This is an optimization exercise on Yosys and OpenROAD, whose aim is small area, not a production implementation. Where RTL was checked, it was by simulation tests only, not by an equivalence proof against the original. No activity file was given, so power comes from the tool's default toggle rates.

// snake
module snake(
    input clk,
    input UP,
    input DOWN,
    input LEFT,
    input RIGHT,
    input in_rst,
    input switch_J15,
    input switch_M13,
    input rx,
    output O_hs,
    output O_vs,
    output reg po_flag,
    output [4:0] move_state,
    output reg [1:0] general_state,
    output reg flag_isdead,
    output [3:0] O_red,
    output [3:0] O_green,
    output [3:0] O_blue
);
==> flow/config.mk <==
export PLATFORM = sky130hd
export DESIGN_NAME = snake
export DESIGN_NICKNAME = snake
export VERILOG_FILES = /design/flow/design.v
export SDC_FILE = /design/flow/constraint.sdc
export NUM_CORES = 4
export LEC_CHECK = 0
export CAP_MARGIN = 20
export CORE_MARGIN = 2
export CORE_UTILIZATION = 50
export SLEW_MARGIN = 20
==> flow/constraint.sdc <==
create_clock -name core_clock -period 40.0 [get_ports {clk}]
set_input_delay 8.0000 -clock core_clock [delete_from_list [all_inputs] [get_ports {clk}]]
set_output_delay 8.0000 -clock core_clock [all_outputs]
set_load 0.01 [all_outputs]
standard.sh (not shown) runs the stock make flow with config.mk's settings and CLKGATE_MAP_FILE= SYNTH_SCRIPT=/design/flow/synth_recipe.tcl, a recipe that flattens the netlist after the stock synthesis.
==> flow/flow/run.sh <==
#!/bin/bash
# The standard ORFS layout with two changes:
#  - synthesis maps the combinational logic with an area-oriented ABC script
#    (flow/area.script); everything before ABC, flip-flop mapping included,
#    is the standard flow's synthesis script unchanged, so registers keep names and cells;
#  - clock tree synthesis uses larger sink clusters and no dummy loads.
# Each tool's output goes to the ORFS logs under orfs/logs; make's own output
# goes to orfs_make.log in this folder.
set -euo pipefail
WORK="$(cd "$(dirname "${BASH_SOURCE[0]}")/.." && pwd)"
cd "$WORK"
SCRIPT="$WORK/flow/area.script"

{
  cat <<TCL
proc abc {args} {
  set i [lsearch \$args -script]
  if {\$i >= 0} { set args [lreplace \$args [expr {\$i+1}] [expr {\$i+1}] {$SCRIPT}] }
  set j [lsearch \$args -D]
  if {\$j >= 0} { set args [lreplace \$args \$j [expr {\$j+1}]] }
  yosys abc {*}\$args
}
TCL
  cat "$WORK/synth_recipe.tcl"
} > "$WORK/area_synth.tcl"

sed "s|$WORK/synth_recipe.tcl|$WORK/area_synth.tcl|g" "$WORK/standard.sh" > "$WORK/area_standard.sh"
grep -q "area_synth.tcl" "$WORK/area_standard.sh"

export CTS_ARGS="$(cat "$WORK/flow/cts_args.txt")"
bash "$WORK/area_standard.sh" finish > "$WORK/orfs_make.log" 2>&1
test -f "$WORK/out/final.def"
==> flow/flow/area.script <==
strash
dc2
dch -f
amap
strash
dch -f
amap
topo
==> flow/flow/cts_args.txt <==
-sink_clustering_enable -repair_clock_nets -dont_use_dummy_load -buf_list {sky130_fd_sc_hd__clkbuf_8 sky130_fd_sc_hd__clkbuf_16} -sink_clustering_size 20 -sink_clustering_max_diameter 80
The first run completed with no timing, DRC or antenna violations.
Edit:
--- a/flow/design.v
+++ b/flow/design.v
@@ -5,21 +5,21 @@
     input DOWN,
     input LEFT,
     input RIGHT,
     input in_rst,
     input switch_J15,
     input switch_M13,
     input rx,
     output O_hs,
     output O_vs,
     output reg po_flag,
-    output [4:0] move_state,
+    output reg [4:0] move_state,
     output reg [1:0] general_state,
     output reg flag_isdead,
     output [3:0] O_red,
     output [3:0] O_green,
     output [3:0] O_blue
 );
 localparam GS_START = 2'b00, GS_MENU = 2'b01, GS_READY = 2'b10, GS_GAME = 2'b11;
 localparam D_HARD = 2'b00, D_MID = 2'b01, D_EASY = 2'b10;
 localparam MS_STOP = 5'b00001, MS_UP = 5'b00010, MS_DOWN = 5'b00100,
            MS_LEFT = 5'b01000, MS_RIGHT = 5'b10000;
@@ -114,40 +114,37 @@
         D_EASY: if (k_right) difficulty_state <= D_MID;
         D_MID:  if (k_left) difficulty_state <= D_EASY;
                 else if (k_right) difficulty_state <= D_HARD;
         D_HARD: if (k_left) difficulty_state <= D_MID;
         default: ;
     endcase
 wire b_up    = bt_up & ~bt_down & ~bt_left & ~bt_right;
 wire b_down  = ~bt_up & bt_down & ~bt_left & ~bt_right;
 wire b_left  = ~bt_up & ~bt_down & bt_left & ~bt_right;
 wire b_right = ~bt_up & ~bt_down & ~bt_left & bt_right;
-localparam M_STOP = 3'd0, M_UP = 3'd1, M_DOWN = 3'd2, M_LEFT = 3'd3, M_RIGHT = 3'd4;
-reg [2:0] mv;
 always @(posedge clk or negedge rst_n)
     if (!rst_n)
-        mv <= M_STOP;
+        move_state <= MS_STOP;
     else if (general_state == GS_READY || flag_isdead)
-        mv <= M_STOP;
-    else if (general_state == GS_GAME) case (mv)
-        M_STOP:  mv <= b_right ? M_RIGHT : b_down ? M_DOWN : b_up ? M_UP : M_STOP;
-        M_LEFT,
-        M_RIGHT: if (b_down) mv <= M_DOWN; else if (b_up) mv <= M_UP;
-        M_UP,
-        M_DOWN:  if (b_right) mv <= M_RIGHT; else if (b_left) mv <= M_LEFT;
-        default: mv <= M_STOP;
+        move_state <= MS_STOP;
+    else if (general_state == GS_GAME) case (move_state)
+        MS_STOP:  move_state <= b_right ? MS_RIGHT : b_down ? MS_DOWN : b_up ? MS_UP : MS_STOP;
+        MS_LEFT,
+        MS_RIGHT: if (b_down) move_state <= MS_DOWN; else if (b_up) move_state <= MS_UP;
+        MS_UP,
+        MS_DOWN:  if (b_right) move_state <= MS_RIGHT; else if (b_left) move_state <= MS_LEFT;
+        default:  move_state <= MS_STOP;
     endcase
-assign move_state = {mv == M_RIGHT, mv == M_LEFT, mv == M_DOWN, mv == M_UP, mv == M_STOP};
 reg [11:0] stay_cnt;
 wire [11:0] step_load = (difficulty_state == D_EASY) ? 12'h1c3 :
                         (difficulty_state == D_MID)  ? 12'he77 : 12'h0de;
-wire moving = (general_state == GS_GAME) && (mv != M_STOP);
+wire moving = (general_state == GS_GAME) && (move_state != MS_STOP);
 wire step = moving && (stay_cnt == 12'd0);
 always @(posedge clk)
     if (!moving || step)
         stay_cnt <= step_load;
     else
         stay_cnt <= {stay_cnt[10:0], ~(stay_cnt[11] ^ stay_cnt[10] ^ stay_cnt[9] ^ stay_cnt[3])};
 reg [5:0] hx;             
 reg [4:0] hy;             
 reg [4:0] sx [1:19];
 reg [4:0] sy [1:19];
@@ -160,25 +157,25 @@
 always @(posedge clk or negedge rst_n)
     if (!rst_n) begin
         hx <= 6'd17; hy <= 5'd10;
         sx[1] <= 5'd16; sy[1] <= 5'd10;
         sx[2] <= 5'd15; sy[2] <= 5'd10;
     end else if (in_ready) begin
         hx <= 6'd17; hy <= 5'd10;
         sx[1] <= 5'd16; sy[1] <= 5'd10;
         sx[2] <= 5'd15; sy[2] <= 5'd10;
     end else if (step) begin
-        case (mv)
-        M_RIGHT: hx <= hx + 1'b1;
-        M_LEFT:  hx <= hx - 1'b1;
-        M_UP:    hy <= hy - 1'b1;
-        M_DOWN:  hy <= hy + 1'b1;
+        case (move_state)
+        MS_RIGHT: hx <= hx + 1'b1;
+        MS_LEFT:  hx <= hx - 1'b1;
+        MS_UP:    hy <= hy - 1'b1;
+        MS_DOWN:  hy <= hy + 1'b1;
         default: ;
         endcase
         sx[1] <= hx[4:0]; sy[1] <= hy;
         sx[2] <= sx[1];   sy[2] <= sy[1];
     end
 always @(posedge clk)
     if (in_ready) begin
         for (i = 3; i < 20; i = i + 1) begin sx[i] <= 5'd0; sy[i] <= 5'd0; end
     end else if (step) begin
         for (i = 3; i < 20; i = i + 1) begin sx[i] <= sx[i-1]; sy[i] <= sy[i-1]; end
What happened: The changed run passed the timing, DRC and antenna checks; worst hold slack is worse by 0.0043 ns; wire length drops by 1.4%; cell area climbs by about 0.9%; setup slack is better by 0.56 ns; total power climbs by about 0.6%.
For the second run of this note, only the layout was checked, not whether the RTL still works.

port drivers added, routing unchanged:
Ports are ideal in the flow. The routed layouts listed here were re-timed in OpenROAD. Step 1 assumes that a clkbuf_16 drives the clock port and a buf_2 every other input. Step 2 also shifts input and output timing later by t, the mid clock arrival at the registers, as if the neighbouring blocks saw the same clock. Slacks: no drivers / after step 1 / after step 2; pairs: no drivers / after step 1.
| run | shift t [ns] | slack for setup (ns) | worst slew at a driven data input, ns | cell pins on the clock port's net |
|---|---|---|---|---|
| the first run | 0.623 | 28.124 / 28.065 / 28.687 | 0.03 | 1 |
| the second run | 0.631 | 28.688 / 28.632 / 29.263 | 0.04 | 1 |
After both steps setup and hold are still met in every run listed.
